This is an optimization exercise on Yosys and OpenROAD, whose aim is small area, a short achievable clock period and few clock cycles, not a production implementation.
In this exercise RTL edits were held to simulation tests only and were not proved equivalent to the original.
Power figures rest on the tool's default switching activity, not on a simulated workload.

==> design.v <==
`timescale 1ns / 1ps
module PE (
    input  [15:0] one, two, neg,           
    input  [31:0] a,                       
    output [5:0][31:0] rows                
);
  wire [31:0] pp [0:16];
  wire [31:0] negrow;
  genvar i;
  generate for (i = 0; i < 16; i = i + 1) begin : g_pp
    wire [31:0] mag = ({32{one[i]}} & a) | ({32{two[i]}} & {a[30:0], 1'b0});
    assign pp[i] = ({32{neg[i]}} ^ mag) << (2 * i);
    assign negrow[2*i]   = neg[i];
    assign negrow[2*i+1] = 1'b0;
  end endgenerate
  assign pp[16] = negrow;
  wire [31:0] l1 [0:11];
  wire [31:0] l2 [0:7];
  generate for (i = 0; i < 5; i = i + 1) begin : g_l1
  assign l1[2*i] = (pp[3*i]) ^ (pp[3*i+1]) ^ (pp[3*i+2]); 
  assign l1[2*i+1] = (((pp[3*i]) & (pp[3*i+1])) | ((pp[3*i]) & (pp[3*i+2])) | ((pp[3*i+1]) & (pp[3*i+2]))) << 1;
  end endgenerate
  assign l1[10] = pp[15];
  assign l1[11] = pp[16];
  generate for (i = 0; i < 4; i = i + 1) begin : g_l2
  assign l2[2*i] = (l1[3*i]) ^ (l1[3*i+1]) ^ (l1[3*i+2]); 
  assign l2[2*i+1] = (((l1[3*i]) & (l1[3*i+1])) | ((l1[3*i]) & (l1[3*i+2])) | ((l1[3*i+1]) & (l1[3*i+2]))) << 1;
  end endgenerate
  assign rows[0] = (l2[0]) ^ (l2[1]) ^ (l2[2]); 
  assign rows[1] = (((l2[0]) & (l2[1])) | ((l2[0]) & (l2[2])) | ((l2[1]) & (l2[2]))) << 1;
  assign rows[2] = (l2[3]) ^ (l2[4]) ^ (l2[5]); 
  assign rows[3] = (((l2[3]) & (l2[4])) | ((l2[3]) & (l2[5])) | ((l2[4]) & (l2[5]))) << 1;
  assign rows[4] = l2[6];
  assign rows[5] = l2[7];
endmodule
`timescale 1ns / 1ps
module VCU#(
    parameter NoOfElem = 4,
    parameter wordSize = 32,
    parameter memDepthC = 32,
    localparam memDepth = memDepthC - 2,
    localparam insSpace = 8  
)
(
    input clk,
    input RESET,
    input memWRTDone,
    input [wordSize - 1:0] BRAMdataIn,  
    output logic [wordSize-1: 0] BRAMDataOut,  
    output logic [memDepth-1+2:0]BRAMaddrByte,
    output logic [3:0]BRAMWREN,
    output logic BRAMENMEM,
    output logic done
);
    localparam K_TERM = 5, K_LDRF = 4, K_LDROW = 3, K_MUL = 2, K_AS = 1, K_JMP = 0;
    logic        mwd_r;      
    logic        run;        
    logic [5:0]  k;          
    logic [23:0] fld;        
    logic [5:0]  nk;         
    logic [23:0] nfld;
    logic [6:0]  cnt;        
    logic [3:0]  ph;         
    logic [29:0] pc;
    logic [29:0] addr;       
    logic        we;         
    logic        rf_valid;   
    logic [3:0]  wcnt;       
    logic [2:0]  ldp;        
    logic        p_last, p_stall, p_fetch, p_nload, p_rda, p_rdr, p_wr, p_jmpf;
    logic        p_mulwr, p_selB, p_digm, p_diga, p_ldrd, p_term, p_rfv;
    logic [5:0]  p_off;
    logic        sa_acc;     
    logic [31:0] inreg;      
    logic [31:0] dout;       
    logic [15:0] d_one, d_two, d_neg;    
    logic [5:0][31:0] r1;    
    logic [31:0] r2s, r2c;   
    logic [31:0] accA, accB, accC;
    logic [15:0][31:0] rf;   
    assign BRAMaddrByte = {addr, 2'b00};
    assign BRAMWREN = {4{we}};
    assign BRAMENMEM = 1'b1;
    assign BRAMDataOut = dout;
    wire [7:0] iop = inreg[31:24];
    wire [5:0] in_k = {iop == 8'h01, iop == 8'h04, iop == 8'h08,
                       iop == 8'h0c, iop == 8'h0f, iop == 8'h10};
    wire k_nop = ~|k;
    wire [5:0] newk = (k_nop || k[K_JMP]) ? in_k : nk;
    wire [1:0] op = fld[23:22];
    logic        run_n;
    logic [5:0]  k_n;
    logic [6:0]  cnt_n;
    always_comb begin
        run_n = run;
        k_n = k;
        cnt_n = cnt;
        if (!run) begin
            if (!done && mwd_r) begin
                run_n = 1'b1;
                k_n = 6'd0;
                cnt_n = 7'd3;
            end
        end else begin
            if (p_term)
                run_n = 1'b0;
            if (p_last) begin
                k_n = newk;
                cnt_n = 7'd0;
            end else if (!p_stall) begin
                cnt_n = cnt + 7'd1;
            end
        end
    end
    wire [3:0] wcnt_n = p_last ? 4'd0 : (wcnt + {3'd0, p_mulwr});
    wire [3:0] ph_n = ph + 4'd1;
    wire n_nop = ~|k_n;
    wire n_mul = k_n[K_MUL], n_as = k_n[K_AS], n_ldrf = k_n[K_LDRF];
    wire n_ldrow = k_n[K_LDROW], n_jmp = k_n[K_JMP], n_term = k_n[K_TERM];
    wire c0 = (cnt_n == 7'd0);
    wire stall_n = run_n && c0 && ((n_mul && ph_n[1:0] != 2'd0) ||
                                   (n_as && (ph_n[1:0] != 2'd3 || ldp[0])));
    wire last_n = run_n && ((n_ldrf && cnt_n == 7'd17) || (n_ldrow && cnt_n == 7'd4) ||
                            (n_mul && cnt_n == 7'd70) || (n_as && cnt_n == 7'd35) ||
                            ((n_nop || n_jmp) && cnt_n == 7'd3));
    wire fetch_n = run_n && !stall_n &&
                   ((c0 && (n_nop || n_jmp || n_ldrf || n_ldrow)) ||
                    (cnt_n == 7'd1 && n_mul) || (cnt_n == 7'd16 && n_as));
    wire nload_n = run_n && (((n_ldrf || n_ldrow) && cnt_n == 7'd3) ||
                             (n_mul && cnt_n == 7'd4) || (n_as && cnt_n == 7'd19));
    wire ldrf_rd_n = run_n && n_ldrf && cnt_n >= 7'd1 && cnt_n <= 7'd16;
    wire ldrow_rd_n = run_n && n_ldrow && cnt_n >= 7'd1 && cnt_n <= 7'd4;
    wire mul_rd_n = run_n && n_mul && !stall_n && cnt_n[1:0] == 2'd0 && cnt_n <= 7'd60;
    wire as_rd_n = run_n && n_as && !stall_n &&
                   (cnt_n <= 7'd3 || (cnt_n >= 7'd8 && cnt_n <= 7'd11) ||
                    (cnt_n >= 7'd20 && cnt_n <= 7'd23) || (cnt_n >= 7'd28 && cnt_n <= 7'd31));
    wire as_wr_n = run_n && n_as &&
                   ((cnt_n >= 7'd4 && cnt_n <= 7'd7) || (cnt_n >= 7'd12 && cnt_n <= 7'd15) ||
                    (cnt_n >= 7'd24 && cnt_n <= 7'd27) || (cnt_n >= 7'd32 && cnt_n <= 7'd35));
    wire [6:0] mu_n = cnt_n - 7'd19;
    wire mu_b = (mu_n[3:0] == 4'd2 || mu_n[3:0] == 4'd3 || mu_n[3:0] == 4'd4);
    wire mul_wr_n = run_n && n_mul &&
                    ((cnt_n >= 7'd19 && cnt_n <= 7'd55 && (mu_n[3:0] == 4'd0 || mu_b)) ||
                     cnt_n >= 7'd67);
    wire selB_n = n_mul && cnt_n <= 7'd55 && mu_b;
    wire digm_n = run_n && n_mul && cnt_n[1:0] == 2'd3 && cnt_n <= 7'd63;
    wire diga_n = run_n && n_as && c0;
    wire [3:0] e_ldrf = ph_n + 4'd3;
    wire [3:0] e_asr = ph_n + 4'd1;
    wire [3:0] e_asw = ph_n - 4'd3;
    wire [1:0] jj = ph_n[3:2] + 2'd1;
    logic [5:0] off_n;
    always_comb begin
        off_n = 6'd0;
        if (ldrf_rd_n)
            off_n = {e_ldrf[3:2], 2'b00, e_ldrf[1:0]};
        else if (ldrow_rd_n)
            off_n = {4'd0, cnt_n[1:0] - 2'd1};
        else if (mul_rd_n)
            off_n = {cnt_n[5:4], 2'b00, ~jj};
        else if (as_rd_n)
            off_n = {e_asr[3:2], 2'b00, e_asr[1:0]};
        else if (mul_wr_n)
            off_n = {wcnt_n[3:2], 2'b00, wcnt_n[1:0]};
        else if (as_wr_n)
            off_n = {e_asw[3:2], 2'b00, e_asw[1:0]};
    end
    wire [29:0] fbase = p_jmpf ? {20'd0, fld[9:0]} : pc;
    wire [29:0] base = p_rda ? {6'd0, fld} :
                       p_rdr ? {19'd0, fld[21:11]} :
                       p_wr  ? {19'd0, fld[10:0]} :
                       (run ? fbase : 30'd0);
    always_ff @(posedge clk or negedge RESET) begin
        if (!RESET) begin
            mwd_r <= 1'b0;
            run <= 1'b0;
            done <= 1'b0;
            k <= 6'd0;
            ph <= 4'd0;
            addr <= 30'd0;
            we <= 1'b0;
            rf_valid <= 1'b0;
            {p_last, p_stall, p_fetch, p_nload, p_rda, p_rdr, p_wr, p_jmpf} <= 8'd0;
            {p_mulwr, p_selB, p_digm, p_diga, p_ldrd, p_term, p_rfv} <= 7'd0;
            p_off <= 6'd0;
        end else begin
            mwd_r <= memWRTDone;
            run <= run_n;
            k <= k_n;
            ph <= ph_n;
            addr <= base + {24'd0, p_off};
            we <= p_wr;
            if (p_term)
                done <= 1'b1;
            if (p_rfv)
                rf_valid <= 1'b1;
            p_last <= last_n;
            p_stall <= stall_n;
            p_fetch <= fetch_n;
            p_nload <= nload_n;
            p_rda <= ldrf_rd_n || ldrow_rd_n;
            p_rdr <= mul_rd_n || as_rd_n;
            p_wr <= mul_wr_n || as_wr_n;
            p_jmpf <= fetch_n && n_jmp;
            p_mulwr <= mul_wr_n;
            p_selB <= selB_n;
            p_digm <= digm_n;
            p_diga <= diga_n;
            p_ldrd <= ldrf_rd_n;
            p_term <= run_n && n_term;
            p_rfv <= run_n && n_ldrf && c0;
            p_off <= off_n;
        end
    end
    always_ff @(posedge clk) begin
        cnt <= cnt_n;
        wcnt <= wcnt_n;
        ldp <= {ldp[1:0], p_ldrd};
        dout <= p_selB ? accB : accA;
        if (!run)
            pc <= 30'd1;
        else if (p_fetch)
            pc <= fbase + 30'd1;
        if (p_nload) begin
            nk <= in_k;
            nfld <= inreg[23:0];
        end
        if (p_last)
            fld <= (k_nop || k[K_JMP]) ? inreg[23:0] : nfld;
    end
    logic [15:0] e_one, e_two, e_neg;
    wire [32:0] bx = {inreg, 1'b0};
    genvar gi;
    generate for (gi = 0; gi < 16; gi = gi + 1) begin : g_enc
        assign e_one[gi] = bx[2*gi+1] ^ bx[2*gi];
        assign e_two[gi] = (bx[2*gi+2] & ~bx[2*gi+1] & ~bx[2*gi]) |
                           (~bx[2*gi+2] & bx[2*gi+1] & bx[2*gi]);
        assign e_neg[gi] = bx[2*gi+2] & ~(bx[2*gi+1] & bx[2*gi]);
    end endgenerate
    always_ff @(posedge clk) begin
        if (p_digm) begin
            d_one <= rf_valid ? e_one : 16'd0;
            d_two <= rf_valid ? e_two : 16'd0;
            d_neg <= rf_valid ? e_neg : 16'd0;
        end else if (p_diga) begin
            d_one <= {15'd0, rf_valid};
            d_two <= 16'd0;
            d_neg <= {15'd0, op == 2'd1 || op == 2'd2};
        end
    end
    logic [5:0][31:0] r1_d;
    PE pe (.one(d_one), .two(d_two), .neg(d_neg), .a(rf[0]), .rows(r1_d));
    wire [6:0] v = cnt - 7'd4;
    wire [31:0] acc_in = {32{sa_acc}} & accC;
    wire [31:0] a0 = (r1[0]) ^ (r1[1]) ^ (r1[2]); 
    wire [31:0] a1 = (((r1[0]) & (r1[1])) | ((r1[0]) & (r1[2])) | ((r1[1]) & (r1[2]))) << 1;
    wire [31:0] a2 = (r1[3]) ^ (r1[4]) ^ (r1[5]); 
    wire [31:0] a3 = (((r1[3]) & (r1[4])) | ((r1[3]) & (r1[5])) | ((r1[4]) & (r1[5]))) << 1;
    wire [31:0] b0 = (a0) ^ (a1) ^ (a2); 
    wire [31:0] b1 = (((a0) & (a1)) | ((a0) & (a2)) | ((a1) & (a2))) << 1;
    wire [31:0] c0s = (b0) ^ (b1) ^ (a3); 
    wire [31:0] c1s = (((b0) & (b1)) | ((b0) & (a3)) | ((b1) & (a3))) << 1;
    wire [31:0] r2s_d = (c0s) ^ (c1s) ^ (acc_in); 
    wire [31:0] r2c_d = (((c0s) & (c1s)) | ((c0s) & (acc_in)) | ((c1s) & (acc_in))) << 1;
    wire [31:0] xin = {32{k[K_AS]}} & (inreg ^ {32{op[0]}});
    wire [31:0] d0s = r2s ^ r2c ^ xin;
    wire [31:0] d0m = (r2s & r2c) | (r2s & xin) | (r2c & xin);
    wire [31:0] d0c = {d0m[30:0], k[K_AS] && op[0]};
    wire [31:0] s3out = d0s + d0c;
    always_ff @(posedge clk) begin
        inreg <= BRAMdataIn;
        r1 <= r1_d;
        sa_acc <= k[K_MUL] && (v[3:2] != 2'd0);
        r2s <= r2s_d;
        r2c <= r2c_d;
        accA <= s3out;
        accB <= accA;
        accC <= accB;
        for (int i = 0; i < 15; i = i + 1)
            rf[i] <= rf[i + 1];
        rf[15] <= ldp[2] ? inreg : rf[0];
    end
endmodule
==> run.sh <==
#!/bin/bash
# synth_recipe.tcl (not shown) runs the flow's synth.tcl, then flattens the netlist and writes it again
# the make line also repeats each setting of config.mk as NAME=value (left out here)
make -C /OpenROAD-flow-scripts/flow DESIGN_CONFIG=/design/flow/config.mk WORK_HOME=/design/flow/orfs CLKGATE_MAP_FILE= SYNTH_SCRIPT=/design/flow/synth_recipe.tcl finish
==> config.mk <==
export PLATFORM = sky130hd
export DESIGN_NAME = VCU
export DESIGN_NICKNAME = VCU
export VERILOG_FILES = /design/flow/design.v
export SDC_FILE = /design/flow/constraint.sdc
export NUM_CORES = 4
export LEC_CHECK = 0
export CAP_MARGIN = 20
export CORE_MARGIN = 2
export CORE_UTILIZATION = 40
export PLACE_DENSITY = 0.6
export SLEW_MARGIN = 20
==> constraint.sdc <==
create_clock -name core_clock -period 10.0 [get_ports {clk}]
set_input_delay 2.0000 -clock core_clock [delete_from_list [all_inputs] [get_ports {clk}]]
set_output_delay 2.0000 -clock core_clock [all_outputs]
set_load 0.01 [all_outputs]
==> reports/summary.log, run 1 <==
[finish] Area growth syn-to-layout 13.68%
[setup_path] cells along the critical path buf_4 -> xor2_1 -> nand2_1 -> fa_1 -> inv_1 -> ha_1 -> nand4_1 -> or3_1 -> o311ai_0 -> buf_4 -> nand2_1 -> o21ai_0 -> o31ai_1 -> o21ba_2 -> xnor2_1
[pwr] Total Power Consumption 14.68 mW
[setup_path] crit path launch type register
[place] PortBufs 101
[setup_path] crit-path max cell delay 1.08 ns
[cts] Resize count post-CTS 0
[run] max-cap violations 0
[synth] netlist area before placement 0.04332 sq mm
[cts] CTS H-Tree Depth 3
[synth] Synth Area in Compound Gates 9.187%
[synth] dominant cell type by area after synthesis sky130_fd_sc_hd__dfxtp_1
[cts] Max clock buf depth 3
[route] DRT Wirelength 103,700 microns
[route] Via-to-Cell Ratio 5.042
[setup_path] crit path capture type register
[die] row cnt 120
[die] io pins 105
[synth] Avg Cell Area, Syn 11.83 sq um
[synth] count of state elements after synthesis 1,058
[cts] Clk Tree Root Cell sky130_fd_sc_hd__clkbuf_16
[place] final RePlAce weighted congestion 0.8590
[pwr] IR drop worst, VDD 0.2984 mV
[sta] post-route clock period utilization 50.75%
[grt] wire length of the first global-routing pass 158,900 microns
[synth] Synth async-reset ratio 6.049%
[grt] Overflow after GRT 0
[run_status] outcome no timing/DRC/antenna violations
[route] via count 26,150
[sta] Peak Freq 197.0 MHz
[cts] Hold-fix buffers, CTS 0
[cts] CTS tree built
[die] vertical die dimension 333.1 microns
[die] die outline width 333.1 microns
[synth] Synth Area in XOR/XNOR 8.248%
[finish] end-of-flow core utilization 45.94%
[sta] Hold Fails Final Rpt 0
[finish] Post-layout nets 4,131
[synth] dominant combinational cell family by area after synthesis adder cells
[pwr] total power density per cell area 298.0 mW/mm^2
[setup_path] gate family responsible for the most delay along the worst path compound AO/OA/AOI/OAI gates
[synth] instance count of the mapped netlist 3,662
[synth] sequential element share of the synthesized area 51.98%
[route] detailed-routing iteration count for the pre-antenna-repair pass 8
[finish] most used cells in the layout excluding fill and tap cells 888 x sky130_fd_sc_hd__dfxtp_1, 365 x sky130_fd_sc_hd__inv_1, 269 x sky130_fd_sc_hd__a22oi_1, 257 x sky130_fd_sc_hd__fa_1, 223 x sky130_fd_sc_hd__xor2_1
[setup_path] cell type of the slowest stage on the worst timing path sky130_fd_sc_hd__edfxtp_1
[pwr] leak pwr 20.28 nW
[synth] Synthesis Warnings 2
[grt] number of antenna violations at the first check in global routing 4
[sta] final worst setup slack 4.925 ns
[cts] Setup Buffers After CTS 0
[worst_hold_path] class of the tightest hold or removal check register to register
[finish] count of non-filler cells in the finished layout 5,187
[sta] final count of pins violating max slew 0
[setup_path] critical-path maximum fanout 21
[route] number of remaining DRC errors 0
[place] DP HPWL 70,900 microns
[setup_path] number of buffer and inverter stages on the critical path 3
[finish] antenna diode count 0
[die] starting density of the core 40.41%
[synth] area share of the leading cell type in the synthesized netlist 41.22%
[synth] ys flop type sky130_fd_sc_hd__dfxtp_1
[setup_path] kind of critical path register to register
[cts] Inserted Clock Buffers 102
[synth] library cells used by synthesis 96
[grt] via count of the first global-routing pass 26,050
[sta] Setup Total Neg Slack 0 ns
[cts] clock sink count 1,058
[cts] Clk Latency, worst-skew pair 0.70 ns
[sta] RSZ-0062 raised after global routing false
[route] DRT iter0 DRCs 2,256
[sta] minimum clock period after layout 5.075 ns
[setup_path] Req. time, crit path 10.57 ns
[die] die area 0.1110 sq mm
[sta] Setup-failing EPs final 0
[grt] overall fraction of global-route tracks in use 18.58%
[cts] clock slew at the register clock pins of the worst setup and hold paths 0.07 ns
[synth] fraction of synthesized area in multiplexers 2.784%
[place] total placed cells including tap cells 4,997
[synth] Post-Synth Adder-Cell Area 15.95%
[sta] Max transition margin 22.29%
[finish] fraction of layout instances using a drive strength above 1 9.487%
[synth] share of synthesized cell area in and, or, nand and nor gates 6.567%
[sta] largest clock skew in the final design 0.04253 ns
[route] remaining number of nets flagged by the antenna check after routing 0
[synth] cell types occupying the most area after synthesis sky130_fd_sc_hd__dfxtp_1 41%, sky130_fd_sc_hd__fa_1 12%, sky130_fd_sc_hd__edfxtp_1 7.1%, sky130_fd_sc_hd__a22oi_1 4.7%, sky130_fd_sc_hd__xor2_1 4.5%
[place] post-place setup slack 4.866 ns
[synth] number of enable-type register cells in the synthesized netlist 102
[route] average detailed-routed wire length per instance 19.99 microns
[finish] commonest non-fill, non-tap cell in the layout sky130_fd_sc_hd__dfxtp_1
[grt] largest net degree at the start of global routing 65
[sta] transition at the pin with the smallest max-transition slack 1.164 ns
[die] Core Footprint 0.1072 sq mm
[setup_path] Critical Path AT 5.64 ns
==> kinds of logic (layout without fill, tap and decap cells) <==
| kind of cell | count (synthesis) | in the layout |
|---|---|---|
| compound gates | 560 | 560 |
| buf+inv | 586 | 707 |
| xor+xnor | 408 | 408 |
| mux | 109 | 109 |
| other cells | 2 | 3 |
| fa+ha+maj | 398 | 398 |
| simple gates | 541 | 541 |
| flops | 1058 | 1058 |
==> sequential cells by signal, indices dropped and copies added, names as in the netlist, 30 cells and up <==
register  cells
r2c          31
r1          112
addr         30
pc           30
dout         32
accC         32
rf          512
accA         32
accB         32
r2s          32
inreg        32
==> power breakdown <==
| part | switching [mW] | leakage [nW] | internal, mW |
|---|---|---|---|
| Clock | 1.68 | 1.80 | 2.45 |
| Combinational | 2.74 | 9.27 | 1.95 |
| Sequential | 0.490 | 9.21 | 5.37 |
==> synth_stat cells (26+ instances only) <==
library cell and count:
sky130_fd_sc_hd__a22oi_1 269, sky130_fd_sc_hd__nand3_1 38, sky130_fd_sc_hd__xnor2_1 185, sky130_fd_sc_hd__xor2_1 223
sky130_fd_sc_hd__and3_1 33, sky130_fd_sc_hd__nor2_1 105, sky130_fd_sc_hd__ha_1 141, sky130_fd_sc_hd__nor3_1 26
sky130_fd_sc_hd__dfxtp_1 892, sky130_fd_sc_hd__mux2_2 92, sky130_fd_sc_hd__dfrtp_1 64, sky130_fd_sc_hd__and2_1 63
sky130_fd_sc_hd__edfxtp_1 102, sky130_fd_sc_hd__inv_1 365, sky130_fd_sc_hd__clkbuf_1 148, sky130_fd_sc_hd__buf_1 45
sky130_fd_sc_hd__o21ai_0 64, sky130_fd_sc_hd__fa_1 257, sky130_fd_sc_hd__nand2_1 153, sky130_fd_sc_hd__a21oi_1 74
==> area by class of cell <==
type / count / area [sq um]
timing repair buffer: 150 / 1381
clock buffer: 136 / 2904
sequential: 1058 / 22530
multi-input combinational: 2019 / 18530
clock inverter: 54 / 773.2
fill: 9805 / 57950
tap: 1403 / 1755
inverter: 367 / 1378
==> worst register-to-register path, delay by kind of cell (launching register included) <==
kind / cells / cell delay [ns]
compound gates: 4 / 1.30
flops: 1 / 1.08
fa+ha+maj: 2 / 0.88
buf+inv: 3 / 0.72
simple gates: 4 / 0.71
xor+xnor: 2 / 0.30
==> path summary, 6_finish.rpt <==
kind / start / endpoint / slack, ns / cells past startpoint
max: fld[22] / accA[29] / 4.93 / 15
max in group asynchronous: RESET / p_jmpf / 7.88 / 2
min reg2reg: rf[209] / rf[177] / 0.31 / 0
min in group asynchronous: RESET / addr[27] / 1.51 / 2
min: rf[209] / rf[177] / 0.31 / 0
max reg2reg: fld[22] / accA[29] / 4.93 / 15
==> stage by stage <==
stage / cell area, sq um / hold slack, ns
after CTS: 49250 / 0.3059
final: 49250 / 0.3133
after detailed placement: 45580 / 0.3121
after global placement: 45560 / 0.3098
after floorplan: 43330 / 0.3096
after global routing: 49250 / 0.3206
==> layer usage <==
layer | vias to the layer above | GRT usage [%] | wire (microns)
li1 | 12180 | - | -
met1 | 12960 | 26.66 | 48410
met2 | 852 | 28.83 | 46450
met3 | 161 | 3.483 | 6619
met4 | 2 | 4.746 | 2207
met5 | - | 0 | 15
Testbench counts, summed over its fixed seeds: cycles 43,236.
==> run 2, diff against run 1 <==
--- a/config.mk
+++ b/config.mk
@@ -11,2 +11,3 @@
 export PLACE_DENSITY = 0.6
+export SETUP_SLACK_MARGIN = 5
 export SLEW_MARGIN = 20
==> run 2 against run 1 <==
Compared with the run above:
- setup slack improved by 0.39 ns
- combinational power about the same
- synthesized area unchanged
- largest power group unchanged
- still clean
==> reports/summary.log, run 2 <==
[place] total placed cells including tap cells 4,997 [unchanged]
[setup_path] cell type of the slowest stage on the worst timing path sky130_fd_sc_hd__dfrtp_1
[synth] Synthesis Warnings 2 [unchanged]
[route] DRT Wirelength 103,900 microns [+0.23%]
[sta] Hold Fails Final Rpt 0 [unchanged]
[place] post-place setup slack 4.866 ns [unchanged]
[grt] overall fraction of global-route tracks in use 18.59% [about the same]
[setup_path] Critical Path AT 5.26 ns [-0.38 ns]
[grt] largest net degree at the start of global routing 65 [unchanged]
[cts] CTS tree built
[synth] ranking of synthesized cells by instance count 892 x sky130_fd_sc_hd__dfxtp_1, 365 x sky130_fd_sc_hd__inv_1, 269 x sky130_fd_sc_hd__a22oi_1
[setup_path] crit-path max cell delay 0.68 ns [-0.40 ns]
[setup_path] cells along the critical path buf_4 -> nand2_1 -> fa_1 -> inv_1 -> ha_1 -> a211oi_1 -> o21ai_0 -> a211oi_1 -> o311ai_0 -> buf_4 -> nand2_1 -> o21ai_0 -> o31ai_1 -> o211ai_1 -> xnor2_1
[synth] number of enable-type register cells in the synthesized netlist 102 [unchanged]
[finish] register bank with the most flops rf
[synth] leading cell type by number of instances after synthesis sky130_fd_sc_hd__dfxtp_1
[setup_path] Req. time, crit path 10.57 ns [about the same]
[setup_path] number of buffer and inverter stages on the critical path 3 [unchanged]
[place] DP HPWL 70,900 microns [unchanged]
[synth] netlist area before placement 0.04332 sq mm [unchanged]
[route] DRT iter0 DRCs 2,274 [+0.80%]
[route] remaining number of nets flagged by the antenna check after routing 0 [unchanged]
[sta] post-route clock period utilization 46.82% [-3.9 points]
[die] die outline width 333.1 microns [unchanged]
[setup_path] crit path launch type register
[place] final RePlAce weighted congestion 0.8590 [unchanged]
[grt] number of antenna violations at the first check in global routing 4 [unchanged]
[synth] count of state elements after synthesis 1,058 [unchanged]
[finish] end-of-flow core utilization 46.01% [+0.070 points]
[sta] final worst setup slack 5.318 ns [+0.3924 ns]
[die] row cnt 120 [unchanged]
[place] placed cell area 0.04558 sq mm [unchanged]
[grt] Overflow after GRT 0 [unchanged]
[setup_path] gate family responsible for the most delay along the worst path compound AO/OA/AOI/OAI gates
[setup_path] kind of critical path register to register
[cts] Inserted Clock Buffers 102 [unchanged]
[synth] Synth async-reset ratio 6.049% [unchanged]
[cts] Hold-fix buffers, CTS 0 [unchanged]
[cts] Clk Latency, worst-skew pair 0.70 ns [about the same]
[die] Core Footprint 0.1072 sq mm [unchanged]
[finish] Area growth syn-to-layout 13.86%
[finish] max reg flops 512 [unchanged]
[pwr] Total Power Consumption 14.68 mW [about the same]
[pwr] IR drop worst, VDD 0.3024 mV [+1.3%]
[sta] RSZ-0062 raised after global routing true
[finish] Reg area 0.02253 sq mm [unchanged]
[die] vertical die dimension 333.1 microns [unchanged]
[sta] minimum clock period after layout 4.682 ns [-0.3924 ns]
[cts] clock slew at the register clock pins of the worst setup and hold paths 0.06 ns [about the same]
[sta] hold slack 0.3120 ns [-0.001248 ns]
[synth] sequential element share of the synthesized area 51.98% [unchanged]
[run_status] outcome no timing/DRC/antenna violations
[setup_path] critical-path maximum fanout 25 [+19%]
[pwr] total power density per cell area 297.7 mW/mm^2 [-0.12%]
[finish] fraction of layout instances using a drive strength above 1 9.681% [+0.19 points]
[grt] via count of the first global-routing pass 26,060 [+0.027%]
[finish] antenna diode count 0 [unchanged]
[run] max-cap violations 0 [unchanged]
[synth] library cells used by synthesis 96 [unchanged]
[finish] Post-layout nets 4,138 [+0.17%]
[finish] commonest non-fill, non-tap cell in the layout sky130_fd_sc_hd__dfxtp_1
[sta] Setup Total Neg Slack 0 ns [unchanged]
[cts] CTS H-Tree Depth 3 [unchanged]
[route] number of remaining DRC errors 0 [unchanged]
[die] starting density of the core 40.41% [unchanged]
[synth] Avg Cell Area, Syn 11.83 sq um [unchanged]
[sta] transition at the pin with the smallest max-transition slack 1.163 ns [-0.0005234 ns]
[synth] ys flop type sky130_fd_sc_hd__dfxtp_1
[route] detailed-routing iteration count for the pre-antenna-repair pass 7 [-1]
[route] via count 26,230 [+0.28%]
[finish] count of non-filler cells in the finished layout 5,194 [+0.13%]
[cts] clock sink count 1,058 [unchanged]
[sta] Setup-failing EPs final 0 [unchanged]
[finish] most used cells in the layout excluding fill and tap cells 888 x sky130_fd_sc_hd__dfxtp_1, 365 x sky130_fd_sc_hd__inv_1, 269 x sky130_fd_sc_hd__a22oi_1, 257 x sky130_fd_sc_hd__fa_1, 223 x sky130_fd_sc_hd__xor2_1
[sta] final count of pins violating max slew 0 [unchanged]
[die] die area 0.1110 sq mm [unchanged]
[route] Via-to-Cell Ratio 5.049 [+0.15%]
[sta] Max transition margin 22.33% [+0.035 points]
[synth] dominant cell type by area after synthesis sky130_fd_sc_hd__dfxtp_1
[cts] Clk Tree Root Cell sky130_fd_sc_hd__clkbuf_16
[sta] Peak Freq 213.6 MHz [+8.4%]
[place] PortBufs 101 [unchanged]
[die] io pins 105 [unchanged]
[pwr] leak pwr 20.32 nW [+0.20%]
[finish] combined area of the multi-input logic cells 0.01854 sq mm [about the same]
[setup_path] crit path capture type register
[synth] instance count of the mapped netlist 3,662 [unchanged]
[finish] Filler Cells Inserted 9,800 [-0.051%]
[grt] wire length of the first global-routing pass 159,100 microns [about the same]
[sta] largest clock skew in the final design 0.04391 ns [+0.001373 ns]
[worst_hold_path] class of the tightest hold or removal check register to register
[synth] area share of the leading cell type in the synthesized netlist 41.22% [unchanged]
[synth] cell types occupying the most area after synthesis sky130_fd_sc_hd__dfxtp_1 41%, sky130_fd_sc_hd__fa_1 12%, sky130_fd_sc_hd__edfxtp_1 7.1%, sky130_fd_sc_hd__a22oi_1 4.7%, sky130_fd_sc_hd__xor2_1 4.5%
[finish] final std cell area, no fill 0.04933 sq mm [+0.15%]
[cts] Max clock buf depth 3 [unchanged]
[finish] largest registers rf (512), r1 (112)
[route] average detailed-routed wire length per instance 20.01 microns [about the same]
## run 2: cell counts after synthesis
No cell type changed its count.
## run 2: cells by family after synthesis
| group | Yosys count | share of synthesized area (%) |
|---|---|---|
| other | 2 | 0.01733 |
| buffers and inverters | 586 | 5.265 |
| AND/OR/NAND/NOR | 541 | 6.567 |
| AO/OA/AOI/OAI | 560 | 9.187 |
| flip-flops | 1058 | 51.98 |
| adder cells (fa/ha/maj) | 398 | 15.95 |
| XOR/XNOR | 408 | 8.248 |
| multiplexers | 109 | 2.784 |
## run 2: final timing paths
path,startpoint,to,slack (ns),depth (start not counted)
max in group asynchronous,RESET,p_jmpf,7.87,2
min in group asynchronous,RESET,addr[27],1.51,2
worst min-delay path,rf[369],rf[337],0.31,0
worst max-delay path,k[1],accA[31],5.32,15
worst max register to register,k[1],accA[31],5.32,15
worst min register to register,rf[369],rf[337],0.31,0
## run 2: what timing repair did
item | in CTS | in global routing
cloned | 0 | 0
setup buffers | 1 | 6
setup endpoints to repair | 2 | 3
hold endpoints to repair | 0 | 0
resized for setup | 0 | 1
## run 2: area by class of cell
cell class / instances / share of cell area, %
well taps: 1403 / 3.559
inverters: 367 / 2.793
flip-flops and latches: 1058 / 45.67
clock inverters: 54 / 1.568
repair buffers: 157 / 2.940
clock buffers: 136 / 5.887
multi-input cells: 2019 / 37.58
## run 2: where the power goes
part	leakage [nW]	internal, mW	switching [mW]	total, mW
Combinational	9.31	1.96	2.75	4.70
Clock	1.80	2.45	1.67	4.12
Sequential	9.21	5.37	0.487	5.86
Total	20.3	9.78	4.91	14.7
## run 2: metal layers
metal  vias up  part of all wire, %  GRT usage [%]  routed length, microns
li1      12180                    -              -                       -
met1     13010                   47          26.70                   48370
met2       881                   45          28.83                   46580
met3       150                  6.6          3.483                    6812
met4         2                  2.1          4.727                    2170
met5         -                0.014              0                      15
==> run 3, diff against run 2 <==
==> flow/run.sh (new file) <==
#!/bin/bash
set -euo pipefail
bash standard.sh SETUP_SLACK_MARGIN=6.5 finish > standard_flow.log 2>&1
==> standard.sh (new file) <==
#!/bin/bash
# synth_recipe.tcl (not shown) runs the flow's synth.tcl, then flattens the netlist and writes it again
# the make line also repeats each setting of config.mk as NAME=value (left out here)
make -C /OpenROAD-flow-scripts/flow DESIGN_CONFIG=/design/flow/config.mk WORK_HOME=/design/flow/orfs CLKGATE_MAP_FILE= SYNTH_SCRIPT=/design/flow/synth_recipe.tcl "${@:-finish}"
--- a/config.mk
+++ b/config.mk
@@ -11,3 +11,2 @@
 export PLACE_DENSITY = 0.6
-export SETUP_SLACK_MARGIN = 5
 export SLEW_MARGIN = 20
removed: run.sh
==> run 3 against run 2 <==
Compared with the run above:
- non-clock buffer count is 52 higher
- critical path depth is 2 higher
- die area stayed put
- combinational power is 3% higher
- fmax is 27% higher
- register-to-register slack better by 0.99 ns
- synthesized cell count stayed put
- utilization is 0.86 points higher
- final area is 1.9% higher
- global-route usage is 0.14 points lower
- hold slack worse by 0.0075 ns
- largest cell class unchanged
==> reports/summary.log, run 3 <==
[run_status] outcome no timing/DRC/antenna violations
[setup_path] reg-to-reg endpoint accA[29]
[die] io pins 105 [unchanged]
[pwr] relative contribution of sequential cells to total power 39.6% [-0.3 points]
[synth] Synth async-reset ratio 6.049% [unchanged]
[die] Core Footprint 0.1072 sq mm [unchanged]
[place] PortBufs 101 [unchanged]
[setup_path] number of buffer and inverter stages on the critical path 4 [+1]
[pwr] Int Pwr 9.792 mW [+0.17%]
[run] max-cap violations 0 [unchanged]
[sta] transition at the pin with the smallest max-transition slack 1.237 ns [+0.07348 ns]
[place] post-place setup slack 5.375 ns [+0.5090 ns]
[setup_path] setup slack of the most critical reg-to-reg path 6.31 ns [+0.99 ns]
[route] via count 26,380 [+0.58%]
[die] die outline width 333.1 microns [unchanged]
[finish] Reg area 0.02254 sq mm [about the same]
[die] starting density of the core 40.41% [unchanged]
[setup_path] Worst path most repeated cell sky130_fd_sc_hd__nand2_1
[synth] area share of the leading cell type in the synthesized netlist 41.22% [unchanged]
[sta] post-route clock period utilization 36.91% [-9.9 points]
[grt] overall fraction of global-route tracks in use 18.45% [-0.14 points]
[setup_path] kind of critical path register to register
[synth] leading cell type by number of instances after synthesis sky130_fd_sc_hd__dfxtp_1
[cts] CTS H-Tree Depth 3 [unchanged]
[synth] Avg Cell Area, Syn 11.83 sq um [unchanged]
[finish] commonest non-fill, non-tap cell in the layout sky130_fd_sc_hd__dfxtp_1
[synth] ys flop type sky130_fd_sc_hd__dfxtp_1
[synth] netlist area before placement 0.04332 sq mm [unchanged]
[setup_path] crit path capture type register
[grt] via count of the first global-routing pass 26,730 [+2.6%]
[sta] final worst setup slack 6.309 ns [+0.9912 ns]
[route] remaining number of nets flagged by the antenna check after routing 0 [unchanged]
[synth] Synthesis Warnings 2 [unchanged]
[finish] largest registers rf (512), r1 (112)
[finish] most used cells in the layout excluding fill and tap cells 884 x sky130_fd_sc_hd__dfxtp_1, 363 x sky130_fd_sc_hd__inv_1, 269 x sky130_fd_sc_hd__a22oi_1, 256 x sky130_fd_sc_hd__fa_1, 223 x sky130_fd_sc_hd__xor2_1
[grt] largest net degree at the start of global routing 65 [unchanged]
[setup_path] Reg2Reg Depth 17 [+2]
[setup_path] critical-path maximum fanout 6 [-76%]
[setup_path] Critical Path AT 4.28 ns [-0.98 ns]
[die] vertical die dimension 333.1 microns [unchanged]
[finish] max reg flops 512 [unchanged]
[setup_path] crit path launch type register
[sta] Hold Fails Final Rpt 0 [unchanged]
[die] die area 0.1110 sq mm [unchanged]
[pwr] combinational group share of total power 32.8% [+0.8 points]
[synth] number of enable-type register cells in the synthesized netlist 102 [unchanged]
[cts] CTS tree built
[sta] RSZ-0062 raised after global routing true
[pwr] IR drop worst, VDD 0.3259 mV [+7.8%]
[route] DRT Wirelength 103,300 microns [-0.57%]
[finish] antenna diode count 0 [unchanged]
[worst_hold_path] class of the tightest hold or removal check register to register
[sta] largest clock skew in the final design 0.03851 ns [-0.005400 ns]
[pwr] leak pwr 20.89 nW [+2.8%]
[place] DP HPWL 68,600 microns [-3.2%]
[route] number of remaining DRC errors 0 [unchanged]
[pwr] power share of the clock group 27.6% [-0.5 points]
[synth] sequential element share of the synthesized area 51.98% [unchanged]
[grt] wire length of the first global-routing pass 158,300 microns [-0.48%]
[setup_path] gate family responsible for the most delay along the worst path compound AO/OA/AOI/OAI gates
[cts] clock slew at the register clock pins of the worst setup and hold paths 0.06 ns [about the same]
[synth] dominant cell type by area after synthesis sky130_fd_sc_hd__dfxtp_1
[grt] number of antenna violations at the first check in global routing 8 [+4]
[synth] count of state elements after synthesis 1,058 [unchanged]
[synth] instance count of the mapped netlist 3,662 [unchanged]
[setup_path] Req. time, crit path 10.59 ns [+0.02 ns]
[worst_hold_path] capture endpoint of the worst hold path rf[326]
[cts] Clk Tree Root Cell sky130_fd_sc_hd__clkbuf_16
[sta] Setup Total Neg Slack 0 ns [unchanged]
[worst_hold_path] WHS Path Cells 0 [unchanged]
[cts] clock sink count 1,058 [unchanged]
[sta] Peak Freq 270.9 MHz [+27%]
[sta] minimum clock period after layout 3.691 ns [-0.9912 ns]
[setup_path] worst r2r src fld[22]
[route] DRT iter0 DRCs 2,045 [-10%]
[finish] Area growth syn-to-layout 15.98%
[synth] ranking of synthesized cells by instance count 892 x sky130_fd_sc_hd__dfxtp_1, 365 x sky130_fd_sc_hd__inv_1, 269 x sky130_fd_sc_hd__a22oi_1
[sta] Max transition margin 17.54% [-4.8 points]
[route] average detailed-routed wire length per instance 19.68 microns [-1.7%]
[finish] fraction of layout instances using a drive strength above 1 12.55% [+2.9 points]
[cts] Clk Latency, worst-skew pair 0.70 ns [about the same]
[setup_path] cells along the critical path buf_6 -> bufbuf_16 -> xor2_1 -> nand2_1 -> fa_1 -> inv_1 -> ha_4 -> nand2_1 -> o21ai_2 -> a211oi_2 -> buf_4 -> o311ai_4 -> nand2_1 -> o21ai_2 -> o31ai_2 -> o21ba_2 -> xnor2_1
[pwr] Sw Pwr 4.906 mW [about the same]
[synth] cell types occupying the most area after synthesis sky130_fd_sc_hd__dfxtp_1 41%, sky130_fd_sc_hd__fa_1 12%, sky130_fd_sc_hd__edfxtp_1 7.1%, sky130_fd_sc_hd__a22oi_1 4.7%, sky130_fd_sc_hd__xor2_1 4.5%
[cts] Inserted Clock Buffers 103 [+0.98%]
[place] final RePlAce weighted congestion 0.8537 [-0.62%]
[sta] final count of pins violating max slew 0 [unchanged]
[sta] Setup-failing EPs final 0 [unchanged]
[finish] Post-layout nets 4,192 [+1.3%]
[route] Via-to-Cell Ratio 5.024 [-0.51%]
[setup_path] crit-path max cell delay 0.50 ns [-0.18 ns]
[finish] combined area of the multi-input logic cells 0.01902 sq mm [+2.6%]
[synth] library cells used by synthesis 96 [unchanged]
[finish] Filler Cells Inserted 9,708 [-0.94%]
[pwr] proportion of total power due to net switching 33.38% [-0.047 points]
[die] row cnt 120 [unchanged]
[worst_hold_path] Hold Crit Start rf[358]
[route] detailed-routing iteration count for the pre-antenna-repair pass 6 [-1]
[finish] register bank with the most flops rf
[grt] Overflow after GRT 0 [unchanged]
[cts] Max clock buf depth 3 [unchanged]
[setup_path] cell type of the slowest stage on the worst timing path sky130_fd_sc_hd__fa_1
[pwr] total power density per cell area 292.5 mW/mm^2 [-1.7%]
-- run 3: power groups by stage --
stage / Clock [mW] / Sequential (mW) / Combinational, mW
after global placement: 0 / 5.90 / 4.53
after global routing: 4.32 / 5.93 / 5.47
after floorplan: 0 / 5.76 / 3.17
after detailed placement: 0 / 5.92 / 4.58
final: 4.05 / 5.82 / 4.82
after CTS: 4.16 / 5.83 / 4.74
-- run 3: through the flow --
step / power [mW] / cells / utilization, % / hold slack, ns / area (sq um)
floorplan: 8.930 / 3663 / - / 0.3096 / 43380
global placement: 10.43 / 5006 / 42.59 / 0.3096 / 45660
detailed placement: 10.50 / 5007 / 42.62 / 0.3121 / 45690
CTS: 14.73 / 5225 / 46.46 / 0.2912 / 49800
global route: 15.72 / 5251 / 46.87 / 0.3040 / 50250
finish: 14.70 / 5251 / 46.87 / 0.3045 / 50250
-- run 3: cell type report --
class | instances | area share (%)
Sequential cell | 1058 | 44.86
Multi-Input combinational cell | 2020 | 37.84
Clock buffer | 143 | 5.956
Timing Repair Buffer | 209 | 3.772
Tap cell | 1403 | 3.494
Inverter | 367 | 2.742
Clock inverter | 51 | 1.337
-- run 3: how the worst max path moves through the flow --
stage / startpoint / to / cells past startpoint
after floorplan: fld[22] / accA[30] / 16
after global placement: fld[22] / accA[31] / 15
after detailed placement: fld[22] / accA[31] / 15
after CTS: fld[22] / accA[30] / 16
after global routing: fld[22] / accA[30] / 16
final: fld[22] / accA[29] / 17
-- run 3: worst reg2reg max path, stage by stage, from the launching register on --
cell and delay, ns:
sky130_fd_sc_hd__edfxtp_1 0.40, sky130_fd_sc_hd__buf_6 0.15, sky130_fd_sc_hd__bufbuf_16 0.27, sky130_fd_sc_hd__xor2_1 0.17
sky130_fd_sc_hd__nand2_1 0.09, sky130_fd_sc_hd__fa_1 0.50, sky130_fd_sc_hd__inv_1 0.06, sky130_fd_sc_hd__ha_4 0.30
sky130_fd_sc_hd__nand2_1 0.08, sky130_fd_sc_hd__o21ai_2 0.22, sky130_fd_sc_hd__a211oi_2 0.05, sky130_fd_sc_hd__buf_4 0.16
sky130_fd_sc_hd__o311ai_4 0.37, sky130_fd_sc_hd__nand2_1 0.12, sky130_fd_sc_hd__o21ai_2 0.22, sky130_fd_sc_hd__o31ai_2 0.11
sky130_fd_sc_hd__o21ba_2 0.21, sky130_fd_sc_hd__xnor2_1 0.12
-- run 3: cells by family after synthesis --
group | after synthesis | share of synthesized area [%]
flops | 1058 | 51.98
buf+inv | 586 | 5.265
compound gates | 560 | 9.187
simple gates | 541 | 6.567
xor+xnor | 408 | 8.248
fa+ha+maj | 398 | 15.95
mux | 109 | 2.784
other cells | 2 | 0.01733
-- run 3: repair_timing --
action                                  4_1_cts  5_1_grt
cloned                                        2        3
hold buffers                                  0        0
pin swaps                                    23       20
endpoints found under the setup margin      119       45
gates resized for setup                     132       40
setup buffers                                22       23
-- run 3: metal layers --
metal | part of all wire (%) | GRT usage [%] | vias to the layer above
met1 | 45 | 25.90 | 12960
met5 | 0 | 0 | -
li1 | - | - | 12290
met3 | 7.1 | 3.785 | 195
met2 | 44 | 28.46 | 935
met4 | 3.1 | 6.008 | 0
==> run 4, diff against run 3 <==
==> flow/run.sh (replaced) <==
#!/bin/bash
set -euo pipefail
bash standard.sh SETUP_SLACK_MARGIN=7.2 finish > standard_flow.log 2>&1
==> run 4 against run 3 <==
Compared with the run above:
- power increased by 4.3%
- synthesized area unchanged
- clock skew increased by 0.010 ns
- register-to-register slack got worse by 0.05 ns
- still clean on timing, DRC and antenna
- routed wire length increased by 4.4%
==> reports/summary.log, run 4 <==
[setup_path] Critical Path AT 4.31 ns [+0.03 ns]
[synth] library cells used by synthesis 96 [unchanged]
[finish] antenna diode count 0 [unchanged]
[synth] number of enable-type register cells in the synthesized netlist 102 [unchanged]
[place] post-place setup slack 5.248 ns [-0.1270 ns]
[place] DP HPWL 68,550 microns [about the same]
[finish] final std cell area, no fill 0.05371 sq mm [+6.9%]
[sta] minimum clock period after layout 3.745 ns [+0.05388 ns]
[finish] largest registers rf (512), r1 (112)
[sta] hold slack 0.3098 ns [+0.005319 ns]
[pwr] total power density per cell area 285.5 mW/mm^2 [-2.4%]
[setup_path] critical-path maximum fanout 7 [+1]
[finish] most used cells in the layout excluding fill and tap cells 865 x sky130_fd_sc_hd__dfxtp_1, 328 x sky130_fd_sc_hd__inv_1, 225 x sky130_fd_sc_hd__fa_1, 208 x sky130_fd_sc_hd__xor2_1, 181 x sky130_fd_sc_hd__a22oi_1
[worst_hold_path] class of the tightest hold or removal check register to register
[sta] largest clock skew in the final design 0.04870 ns [+0.01020 ns]
[synth] leading cell type by number of instances after synthesis sky130_fd_sc_hd__dfxtp_1
[cts] Max clock buf depth 3 [unchanged]
[synth] netlist area before placement 0.04332 sq mm [unchanged]
[place] placed cell area 0.04584 sq mm [+0.33%]
[grt] largest net degree at the start of global routing 65 [unchanged]
[setup_path] Req. time, crit path 10.57 ns [-0.02 ns]
[pwr] leak pwr 22.13 nW [+6.0%]
[route] via count 27,290 [+3.5%]
[route] DRT iter0 DRCs 2,132 [+4.3%]
[sta] Setup-failing EPs final 0 [unchanged]
[cts] Inserted Clock Buffers 102 [-0.97%]
[cts] clock slew at the register clock pins of the worst setup and hold paths 0.06 ns [about the same]
[route] number of remaining DRC errors 0 [unchanged]
[synth] Avg Cell Area, Syn 11.83 sq um [unchanged]
[sta] RSZ-0062 raised after global routing true
[synth] cell types occupying the most area after synthesis sky130_fd_sc_hd__dfxtp_1 41%, sky130_fd_sc_hd__fa_1 12%, sky130_fd_sc_hd__edfxtp_1 7.1%, sky130_fd_sc_hd__a22oi_1 4.7%, sky130_fd_sc_hd__xor2_1 4.5%
[pwr] IR drop worst, VDD 0.3153 mV [-3.3%]
[die] vertical die dimension 333.1 microns [unchanged]
[setup_path] cell type of the slowest stage on the worst timing path sky130_fd_sc_hd__fa_1
[place] PortBufs 101 [unchanged]
[synth] instance count of the mapped netlist 3,662 [unchanged]
[cts] Hold-fix buffers, CTS 0 [unchanged]
[finish] Filler Cells Inserted 9,364 [-3.5%]
[finish] Post-layout nets 4,351 [+3.8%]
[sta] transition at the pin with the smallest max-transition slack 0.9951 ns [-0.2419 ns]
[synth] Post-Synth Adder-Cell Area 15.95% [unchanged]
[cts] Clk Tree Root Cell sky130_fd_sc_hd__clkbuf_16
[route] remaining number of nets flagged by the antenna check after routing 0 [unchanged]
[synth] share of synthesized cell area in and, or, nand and nor gates 6.567% [unchanged]
[sta] post-route clock period utilization 37.45% [+0.54 points]
[grt] wire length of the first global-routing pass 165,300 microns [+4.4%]
[finish] combined area of the multi-input logic cells 0.02055 sq mm [+8.1%]
[setup_path] crit path launch type register
[synth] Synth async-reset ratio 6.049% [unchanged]
[synth] Synth Area in Compound Gates 9.187% [unchanged]
[synth] ranking of synthesized cells by instance count 892 x sky130_fd_sc_hd__dfxtp_1, 365 x sky130_fd_sc_hd__inv_1, 269 x sky130_fd_sc_hd__a22oi_1
[place] total placed cells including tap cells 4,999 [-0.16%]
[pwr] Total Power Consumption 15.33 mW [+4.3%]
[die] die outline width 333.1 microns [unchanged]
[run] max-cap violations 0 [unchanged]
[grt] via count of the first global-routing pass 28,090 [+5.1%]
[setup_path] kind of critical path register to register
[die] row cnt 120 [unchanged]
[run_status] outcome no timing/DRC/antenna violations
[die] Core Footprint 0.1072 sq mm [unchanged]
[synth] dominant combinational cell family by area after synthesis adder cells
[finish] Area growth syn-to-layout 23.97%
[sta] Max transition margin 33.57% [+16 points]
[grt] Overflow after GRT 0 [unchanged]
[sta] final count of pins violating max slew 0 [unchanged]
[sta] Setup Total Neg Slack 0 ns [unchanged]
[finish] fraction of layout instances using a drive strength above 1 25.21% [+13 points]
[synth] area share of the leading cell type in the synthesized netlist 41.22% [unchanged]
[route] DRT Wirelength 107,900 microns [+4.4%]
[synth] fraction of synthesized area in multiplexers 2.784% [unchanged]
[setup_path] number of buffer and inverter stages on the critical path 5 [+1]
[die] io pins 105 [unchanged]
[grt] overall fraction of global-route tracks in use 19.21% [+0.76 points]
[sta] final worst setup slack 6.255 ns [-0.05388 ns]
[sta] Peak Freq 267.0 MHz [-1.4%]
[synth] dominant cell type by area after synthesis sky130_fd_sc_hd__dfxtp_1
[setup_path] crit path capture type register
[finish] count of non-filler cells in the finished layout 5,410 [+3.0%]
[sta] Hold Fails Final Rpt 0 [unchanged]
[cts] CTS H-Tree Depth 3 [unchanged]
[synth] count of state elements after synthesis 1,058 [unchanged]
[die] die area 0.1110 sq mm [unchanged]
[route] Via-to-Cell Ratio 5.045 [+0.42%]
[cts] clock sink count 1,058 [unchanged]
[synth] ys flop type sky130_fd_sc_hd__dfxtp_1
[place] final RePlAce weighted congestion 0.8505 [-0.37%]
[setup_path] crit-path max cell delay 0.51 ns [about the same]
[setup_path] gate family responsible for the most delay along the worst path compound AO/OA/AOI/OAI gates
[setup_path] cells along the critical path buf_6 -> buf_12 -> xor2_2 -> nand2_1 -> fa_1 -> inv_2 -> fa_2 -> a21o_1 -> nand2_2 -> a21oi_2 -> o41a_1 -> buf_4 -> buf_6 -> a21o_1 -> a21oi_2 -> o21a_1 -> o21bai_1 -> xor2_1
[finish] max reg flops 512 [unchanged]
[route] average detailed-routed wire length per instance 19.94 microns [+1.3%]
[grt] number of antenna violations at the first check in global routing 0 [-8]
[finish] register bank with the most flops rf
[cts] CTS tree built
[die] starting density of the core 40.41% [unchanged]
[synth] Synthesis Warnings 2 [unchanged]
[finish] end-of-flow core utilization 50.10% [+3.2 points]
[synth] sequential element share of the synthesized area 51.98% [unchanged]
[synth] Synth Area in XOR/XNOR 8.248% [unchanged]
[finish] commonest non-fill, non-tap cell in the layout sky130_fd_sc_hd__dfxtp_1
[finish] Reg area 0.02259 sq mm [+0.21%]
[route] detailed-routing iteration count for the pre-antenna-repair pass 6 [unchanged]
[cts] Clk Latency, worst-skew pair 0.70 ns [about the same]
==> run 4: power breakdown <==
group | internal [mW] | leakage [nW] | switching [mW] | total (mW)
combinational | 2.47 | 11.2 | 3.01 | 5.48
clock | 2.33 | 1.74 | 1.68 | 4.01
sequential | 5.38 | 9.22 | 0.472 | 5.85
==> run 4: per-layer routing <==
metal / vias up / global-route usage, % / wire, microns
met3: 216 / 4.134 / 7511
met1: 13540 / 26.45 / 48080
met5: - / 0 / 0
met2: 923 / 30.23 / 48970
met4: 0 / 5.998 / 3331
li1: 12620 / - / -
==> run 4: area by class of cell <==
| class | count | area share (%) |
|---|---|---|
| clock inverter | 66 | 1.451 |
| clock buffer | 127 | 5.227 |
| sequential | 1058 | 42.05 |
| tap | 1403 | 3.268 |
| multi-input combinational | 2020 | 38.26 |
| inverter | 367 | 2.569 |
| timing repair buffer | 369 | 7.168 |
==> run 4: path summary, 6_finish.rpt <==
kind,depth (start not counted),to,startpoint,slack (ns)
max reg2reg,18,accA[14],fld[22],6.25
max,18,accA[14],fld[22],6.25
max in group asynchronous,2,p_last,RESET,7.78
min,0,rf[36],rf[68],0.31
min reg2reg,0,rf[36],rf[68],0.31
min in group asynchronous,2,addr[8],RESET,1.53
==> run 4: timing repair <==
action                                  CTS  global route
buffers inserted                        158            45
gates cloned                             14             1
hold endpoints to repair                  0             0
pin swaps                               176           180
endpoints found under the setup margin  220           189
resized for setup                       582           233
==> run 4: logic make-up (layout without fill, tap and decap cells) <==
kind of cell               after synthesis  after routing
buffers and inverters                  586            929
AOI/OAI and AO/OA                      560            560
other                                    2              3
DFF                                   1058           1058
adders and majority gates              398            398
and+or+nand+nor                        541            542
muxes                                  109            109
xor gates and xnor gates               408            408
==> run 5, diff against run 4 <==
--- a/design.v
+++ b/design.v
@@ -73,2 +73,3 @@
     logic        sa_acc;     
+    logic        sx_x, sx_inv;   
     logic [31:0] inreg;      
@@ -122,3 +123,3 @@
                                    (n_as && (ph_n[1:0] != 2'd3 || ldp[0])));
-    wire last_n = run_n && ((n_ldrf && cnt_n == 7'd17) || (n_ldrow && cnt_n == 7'd4) ||
+    wire last_n = run_n && ((n_ldrf && cnt_n == 7'd16) || (n_ldrow && cnt_n == 7'd4) ||
                             (n_mul && cnt_n == 7'd70) || (n_as && cnt_n == 7'd35) ||
@@ -264,6 +265,6 @@
     wire [31:0] r2c_d = (((c0s) & (c1s)) | ((c0s) & (acc_in)) | ((c1s) & (acc_in))) << 1;
-    wire [31:0] xin = {32{k[K_AS]}} & (inreg ^ {32{op[0]}});
+    wire [31:0] xin = {32{sx_x}} & (inreg ^ {32{sx_inv}});
     wire [31:0] d0s = r2s ^ r2c ^ xin;
     wire [31:0] d0m = (r2s & r2c) | (r2s & xin) | (r2c & xin);
-    wire [31:0] d0c = {d0m[30:0], k[K_AS] && op[0]};
+    wire [31:0] d0c = {d0m[30:0], sx_x && sx_inv};
     wire [31:0] s3out = d0s + d0c;
@@ -273,2 +274,4 @@
         sa_acc <= k[K_MUL] && (v[3:2] != 2'd0);
+        sx_x <= k[K_AS];
+        sx_inv <= op[0];
         r2s <= r2s_d;
==> flow/run.sh (replaced) <==
#!/bin/bash
set -euo pipefail
bash standard.sh SETUP_SLACK_MARGIN=6.5 finish > standard_flow.log 2>&1
==> run 5 against run 4 <==
Compared with the run above:
- sequential cell count grew 2
- clock power increased by 2%
- hold slack got worse by 0.014 ns
- synthesized cell count is 0.98% lower
- die area down 0.26%
- highest routed layer is now met5
- critical endpoint is now accA[30]
- non-clock buffer count down 181
- global-route usage decreased by 0.83 points
- sequential share of layout area rose by 3.2 points
- sequential power shrank 1%
- cell count is 4.0% lower
- largest cell class unchanged
- still clean
==> reports/summary.log, run 5 <==
[cts] Inserted Clock Buffers 102 [unchanged]
[grt] largest net degree at the start of global routing 65 [unchanged]
[synth] Avg Cell Area, Syn 11.92 sq um [+0.72%]
[grt] wire length of the first global-routing pass 156,600 microns [-5.2%]
[sta] Max transition margin 28.39% [-5.2 points]
[synth] ys flop type sky130_fd_sc_hd__dfxtp_1
[synth] Synth async-reset ratio 6.038% [-0.011 points]
[cts] CTS H-Tree Depth 3 [unchanged]
[setup_path] cells along the critical path buf_6 -> xor2_1 -> and2_1 -> fa_1 -> ha_4 -> buf_6 -> o21a_1 -> o21a_1 -> or2_4 -> a31oi_4 -> o211ai_1 -> nand3_1 -> o31a_1 -> o21ai_2 -> xor2_1
[worst_hold_path] class of the tightest hold or removal check register to register
[cts] clock sink count 1,060 [+0.19%]
[sta] transition at the pin with the smallest max-transition slack 1.066 ns [+0.07103 ns]
[setup_path] kind of critical path register to register
[sta] RSZ-0062 raised after global routing true
[synth] instance count of the mapped netlist 3,626 [-0.98%]
[route] Via-to-Cell Ratio 5.007 [-0.76%]
[setup_path] Critical Path AT 4.12 ns [-0.19 ns]
[cts] Clk Tree Root Cell sky130_fd_sc_hd__clkbuf_16
[die] starting density of the core 40.36% [-0.051 points]
[finish] largest registers rf (512), r1 (112)
[cts] Hold-fix buffers, CTS 0 [unchanged]
[finish] commonest non-fill, non-tap cell in the layout sky130_fd_sc_hd__dfxtp_1
[pwr] total power density per cell area 289.9 mW/mm^2 [+1.5%]
[finish] register bank with the most flops rf
[sta] final worst setup slack 6.450 ns [+0.1949 ns]
[synth] netlist area before placement 0.04321 sq mm [-0.27%]
[die] vertical die dimension 332.7 microns [-0.13%]
[route] detailed-routing iteration count for the pre-antenna-repair pass 6 [unchanged]
[die] die area 0.1107 sq mm [-0.26%]
[synth] count of state elements after synthesis 1,060 [+0.19%]
[route] DRT Wirelength 102,800 microns [-4.8%]
[die] Core Footprint 0.1071 sq mm [-0.14%]
[finish] fraction of layout instances using a drive strength above 1 12.69% [-13 points]
[worst_hold_path] Hold Crit Start rf[64]
[setup_path] worst r2r src sx_inv
[sta] Peak Freq 281.7 MHz [+5.5%]
[finish] Post-layout nets 4,134 [-5.0%]
[cts] Clk Latency, worst-skew pair 0.69 ns [about the same]
[route] via count 26,000 [-4.7%]
[grt] via count of the first global-routing pass 26,230 [-6.6%]
[pwr] leak pwr 20.59 nW [-6.9%]
[run] max-cap violations 0 [unchanged]
[synth] Synthesis Warnings 2 [unchanged]
[setup_path] crit path launch type register
[finish] most used cells in the layout excluding fill and tap cells 872 x sky130_fd_sc_hd__dfxtp_1, 355 x sky130_fd_sc_hd__inv_1, 280 x sky130_fd_sc_hd__a22oi_1, 256 x sky130_fd_sc_hd__fa_1, 225 x sky130_fd_sc_hd__xor2_1
[die] die outline width 332.7 microns [-0.13%]
[setup_path] cell type of the slowest stage on the worst timing path sky130_fd_sc_hd__fa_1
[route] remaining number of nets flagged by the antenna check after routing 0 [unchanged]
[grt] number of antenna violations at the first check in global routing 8 [+8]
[route] number of remaining DRC errors 0 [unchanged]
[route] DRT iter0 DRCs 2,125 [-0.33%]
[place] total placed cells including tap cells 4,970 [-0.58%]
[synth] dominant cell type by area after synthesis sky130_fd_sc_hd__dfxtp_1
[finish] end-of-flow core utilization 46.63% [-3.5 points]
[sta] hold slack 0.2961 ns [-0.01374 ns]
[cts] clock slew at the register clock pins of the worst setup and hold paths 0.07 ns [about the same]
[synth] leading cell type by number of instances after synthesis sky130_fd_sc_hd__dfxtp_1
[finish] max reg flops 512 [unchanged]
[pwr] IR drop worst, VDD 0.1811 mV [-43%]
[synth] library cells used by synthesis 102 [+6.3%]
[sta] largest clock skew in the final design 0.03972 ns [-0.008987 ns]
[place] placed cell area 0.04556 sq mm [-0.62%]
[sta] minimum clock period after layout 3.550 ns [-0.1949 ns]
[pwr] Total Power Consumption 14.47 mW [-5.6%]
[synth] sequential element share of the synthesized area 52.22% [+0.23 points]
[setup_path] crit path capture type register
[setup_path] gate family responsible for the most delay along the worst path compound AO/OA/AOI/OAI gates
[die] io pins 105 [unchanged]
[sta] final count of pins violating max slew 0 [unchanged]
[synth] cell types occupying the most area after synthesis sky130_fd_sc_hd__dfxtp_1 41%, sky130_fd_sc_hd__fa_1 12%, sky130_fd_sc_hd__edfxtp_1 7.1%, sky130_fd_sc_hd__a22oi_1 4.9%, sky130_fd_sc_hd__xor2_1 4.6%
[place] DP HPWL 68,680 microns [+0.19%]
[synth] ranking of synthesized cells by instance count 894 x sky130_fd_sc_hd__dfxtp_1, 358 x sky130_fd_sc_hd__inv_1, 280 x sky130_fd_sc_hd__a22oi_1
[synth] area share of the leading cell type in the synthesized netlist 41.42% [+0.20 points]
[finish] count of non-filler cells in the finished layout 5,193 [-4.0%]
[grt] Overflow after GRT 0 [unchanged]
[route] average detailed-routed wire length per instance 19.79 microns [-0.77%]
[setup_path] number of buffer and inverter stages on the critical path 2 [-3]
[setup_path] beginning of the critical path sx_inv
[cts] Max clock buf depth 3 [unchanged]
[sta] Hold Fails Final Rpt 0 [unchanged]
[place] PortBufs 101 [unchanged]
[sta] Setup-failing EPs final 0 [unchanged]
[finish] final std cell area, no fill 0.04991 sq mm [-7.1%]
[cts] CTS tree built
[sta] Setup Total Neg Slack 0 ns [unchanged]
[setup_path] critical-path maximum fanout 6 [-1]
[die] row cnt 120 [unchanged]
[grt] overall fraction of global-route tracks in use 18.38% [-0.83 points]
[setup_path] Req. time, crit path 10.57 ns [about the same]
[finish] Area growth syn-to-layout 15.52%
[synth] number of enable-type register cells in the synthesized netlist 102 [unchanged]
[run_status] outcome no timing/DRC/antenna violations
[place] post-place setup slack 5.302 ns [+0.05391 ns]
[sta] post-route clock period utilization 35.50% [-1.9 points]
[place] final RePlAce weighted congestion 0.8864 [+4.2%]
[setup_path] crit-path max cell delay 0.48 ns [-0.03 ns]
## run 5: cell types whose count changed in the layout (fill, tap and decap cells not counted), moves of 41 or more
cell	previous run	this run
sky130_fd_sc_hd__a22oi_1	181	280
sky130_fd_sc_hd__buf_4	164	73
sky130_fd_sc_hd__a22oi_2	88	2
sky130_fd_sc_hd__dlygate4sd2_1	0	67
sky130_fd_sc_hd__buf_6	69	6
sky130_fd_sc_hd__xnor2_1	156	209
sky130_fd_sc_hd__buf_2	42	1
## run 5: layer usage
metal | vias to the layer above | part of all wire (%) | global-route usage, %
li1 | 12100 | - | -
met1 | 12870 | 44 | 25.01
met2 | 836 | 46 | 28.77
met3 | 191 | 7.0 | 4.303
met4 | 6 | 3.0 | 6.170
met5 | - | 0.031 | 0
## run 5: what timing repair did
action                     in CTS  in global routing
setup endpoints to repair      99                 28
pin swaps                      17                 26
setup buffers                  12                 16
gates cloned                    1                  1
resized for setup             123                 48
hold endpoints to repair        0                  0
## run 5: where the power goes
part	leakage [nW]	switching, mW	total [mW]	internal [mW]
Sequential	9.23	0.436	5.78	5.35
Combinational	9.57	2.65	4.58	1.93
Clock	1.79	1.68	4.11	2.43
## run 5: logic make-up after synthesis
logic type	after synthesis	synth area share [%]
DFF	1060	52.22
buffers and inverters	578	5.151
and+or+nand+nor	529	6.362
AOI/OAI and AO/OA	520	8.760
xor gates and xnor gates	436	8.838
adders and majority gates	397	15.96
muxes	104	2.696
other	2	0.01738
## run 5: layout make-up
class                   instances  area [sq um]
well taps                    1403          1755
flip-flops and latches       1060         22610
inverters                     360          1360
repair buffers                188          1715
clock buffers                 139          2905
diodes                          1         2.502
clock inverters                52         804.5
multi-input cells            1989         18760
fillers                      9705         57140
repair inverters                1         5.005
## run 5: path summary, 6_finish.rpt
check	slack, ns	to	cells past startpoint
max reg2reg	6.45	accA[30]	15
max in group asynchronous	7.84	p_last	2
min	0.30	rf[32]	0
min in group asynchronous	1.52	addr[24]	2
max	6.45	accA[30]	15
min reg2reg	0.30	rf[32]	0
Testbench counts of run 5, summed over its fixed seeds: cycles 42,677.

[what the ideal ports hide]
The flow's constraints put no driver on any port. The routed layouts listed below were extracted and timed again, unchanged, in two steps. Step 1 sets driving cells, clkbuf_16 on the clock port and buf_2 on the other inputs (assumed; they add their load-dependent delay and slew). Step 2 moves the port delays by t, midway between the first and last clock arrival at a register: inputs arrive t later, outputs are due t later. That takes back most of the time a late clock gives input paths. a / b / c = ideal / step 1 / step 2; a / b = the first two.
| run | t, ns | slack for setup (ns) | hold WS [ns] | latest minus earliest clock arrival (ns) | worst data-port slew with drivers (ns) |
|---|---|---|---|---|---|
| run 1 | 0.748 | 4.925 / 4.925 / 4.925 | 0.313 / 0.313 / 0.313 | 0.044 / 0.044 | 0.05 |
| run 2 | 0.750 | 5.318 / 5.318 / 5.318 | 0.312 / 0.312 / 0.312 | 0.046 / 0.046 | 0.05 |
| run 3 | 0.752 | 6.309 / 6.309 / 6.309 | 0.305 / 0.305 / 0.305 | 0.039 / 0.039 | 0.05 |
| run 4 | 0.741 | 6.255 / 6.255 / 6.255 | 0.310 / 0.310 / 0.310 | 0.050 / 0.050 | 0.05 |
| run 5 | 0.743 | 6.450 / 6.450 / 6.450 | 0.296 / 0.296 / 0.296 | 0.040 / 0.040 | 0.06 |
After both steps setup and hold are still met in every run listed.
